Background: an optimization exercise with open tools, aiming at small area. Do not read the settings as production practice. In this exercise RTL edits were held to simulation tests only and were not proved equivalent to the original.

== run 1 ==
==> flow/design.v (excerpt) <==
module odo_keccak800(clk, rst, in, read, out, write);
    input clk;
    input rst;
    input [639:0] in;
    input read;
    output [255:0] out;
    output write;
    keccak_hasher #(640, 4) hash(clk, rst, in, read, out, write);
endmodule
clock: 5.0 ns
lec_check: 0
cap_margin: 35
core_margin: 2
core_utilization: 28
cts_buf_list: sky130_fd_sc_hd__clkbuf_8
place_density: 0.36
setup_slack_margin: 0.5
slew_margin: 35
synth_hierarchical: 1
synth_minimum_keep_size: 0
run.sh (not shown) runs the stock make flow with config.mk's settings and CLKGATE_MAP_FILE= SYNTH_SCRIPT=/design/flow/synth_recipe.tcl, a recipe that flattens the netlist after the stock synthesis.
The flow for run 1 finished, though final verification flagged max-capacitance violations, max-slew violations, negative setup slack.
Inputs modified between run 1 and run 2:
- an added GPL_TIMING_DRIVEN of 0
- a change of CORE_UTILIZATION from 28 to 25
- a change of PLACE_DENSITY from 0.36 to 0.32
- a change of SETUP_SLACK_MARGIN from 0.5 to 0.7
Results
- Run 2: flow complete, layout not clean; failing: antenna violations, max-capacitance violations, max-slew violations
- Sort run 2 and run 1 by effective utilization at floorplan, ascending, and run 2 comes first.
- Summary of run 2 over run 1: via count of the first global-routing pass lower, residual antenna-violating net count after detailed routing increased by 3 relative to the old numbers, via count fell 9815, final wirelength up 3.2%.
- What run 1 reported for total die area has to be multiplied by 1.12 to get the figure for run 2.
Here is what was changed in the inputs of run 3 compared with run 2.
- GPL_TIMING_DRIVEN: 0 -> unset
- SETUP_SLACK_MARGIN: 0.7 -> 0.5
### Flow results
Run 3 finished end to end and its layout was clean on timing, DRC and antenna. Run 3 against run 2: sequential share of layout area moved up, filler cell count in the final layout now sits higher. A slowest cell on the critical path of xor2_2 is what run 2 shows, while dfxtp_4 belongs to run 3. Sort run 2 and run 3 by worst setup slack desc -> top: run 3. Final antenna-violating net count in run 3 vs run 2: down 3. Critical path depth (run 3 over run 2): increase, 2. Between run 2 and run 3, overall routed net length increased.
What run 4 does differently from run 3 at the input level:
- SLEW_MARGIN now 20, was 35
- SETUP_SLACK_MARGIN no longer set, was 0.5
- CAP_MARGIN now 20, was 35
- CTS_BUF_LIST no longer set, was sky130_fd_sc_hd__clkbuf_8
## What came out
- Final checks on run 4, whose flow otherwise completed, came back failing, citing max-capacitance violations, max-slew violations, negative setup slack.
- In run 4, the growth of design area from synthesis to finish came out 0.52 points below the value in run 3.
- Compared with run 3, the router placed fewer vias in run 4.
- Synthesized instance count: run 3 vs run 4 identical
- Run 4 and run 3 ended up with roughly the same wire length on met2.
- Between run 4 and run 3, the difference in H-tree depth is negligible.
- Worst setup slack ended up 0.49 ns lower on run 4 than on run 3.
- Run 3 -> run 4: routed wire length flat
- Diff run 3..run 4 | overall die height | negligible
Changes in run 5 relative to run 4:
- CAP_MARGIN: 20 -> 35
- CTS_BUF_LIST: unset -> sky130_fd_sc_hd__clkbuf_8
- SLEW_MARGIN: 20 -> 35
- SETUP_SLACK_MARGIN: unset -> 0.5
==> flow/flow/run.sh (new file) <==
#!/bin/bash
# The standard layout (the standard.sh: the standard synthesis and the
# standard ORFS steps), with one change: the buffer that ORFS puts on every
# input and output port is the platform's smallest buffer (buf_1) instead of
# ORFS's default choice. make's full output goes to standard_flow.log in the
# work folder.
set -euo pipefail
export BUFFER_PORTS_ARGS="-buffer_cell sky130_fd_sc_hd__buf_1"
bash standard.sh "BUFFER_PORTS_ARGS=$BUFFER_PORTS_ARGS" finish > standard_flow.log 2>&1
==> flow/standard.sh (new file) <==
#!/bin/bash
# synth_recipe.tcl (not shown) runs the flow's synth.tcl, then flattens the netlist and writes it again
# the make line also repeats each setting of config.mk as NAME=value (left out here)
make -C /OpenROAD-flow-scripts/flow DESIGN_CONFIG=/design/flow/config.mk WORK_HOME=/design/flow/orfs CLKGATE_MAP_FILE= SYNTH_SCRIPT=/design/flow/synth_recipe.tcl "${@:-finish}"
removed: flow/run.sh
==> notes.md <==
In the flow results for run 5 and run 4, the clock tree buffer count of the final layout is smaller on run 4.
Relative to run 4, buffering overhead decreased by 3.0 points in run 5.
Run 5 vs run 4, sequential share of layout area went up by 0.71 points.
Run 5 finished every step from synthesis to the final layout, and the layout passed the timing, design-rule and antenna checks.
Run 5 and run 4 ended up with nearly the same area occupied by registers.
Status: routed wire length parity (run 5, run 4)
For the maximum operating frequency, run 5 came in 9.8 MHz higher than run 4 did.
Looking at worst setup path startpoint, the hash.muxes[8].mux.s result is from run 4; the hash.muxes[6].mux.s one comes from run 5.
Run 5 vs run 4 — total buffers and inverters traversed by the critical path dropped 1.
Diff run 5 and run 4: largest fanout of any net on the critical path lower in run 5

separate check: timing with driven ports:
The flow's constraints put no driver on any port. The routed layouts listed below were extracted and timed again, unchanged, in two steps. Step 1 (the two cells are an assumption about what drives the block):
set clk [get_ports {clk}]
set_driving_cell -lib_cell sky130_fd_sc_hd__clkbuf_16 $clk
set_driving_cell -lib_cell sky130_fd_sc_hd__buf_2 [delete_from_list [all_inputs] $clk]
Step 2, shift: input delay + t, output delay - t, t = (earliest + latest rising clock arrival at the registers) / 2. This alone moves slack from input paths to output paths. Three values: ideal ports, drivers, drivers and shift; two values: the first two.
run	t, ns	setup slack, ns	worst hold slack (ns)	worst slew at a driven data input, ns
run 1	1.482	-0.310 / -0.310 / -0.484	0.250 / 0.132 / 0.496	0.19
run 2	1.456	0.157 / 0.157 / -0.161	0.212 / 0.116 / 0.512	0.20
run 3	1.455	0.385 / 0.330 / 0.271	0.399 / 0.291 / 0.575	0.18
run 4	1.188	-0.104 / -0.104 / -0.104	0.524 / 0.524 / 0.524	0.16
run 5	1.472	0.140 / 0.140 / 0.140	0.043 / -0.066 / 0.499	0.20
For run 2, which loses most, drivers alone change the setup slack by 0.000 ns; drivers and shift together by -0.318 ns.
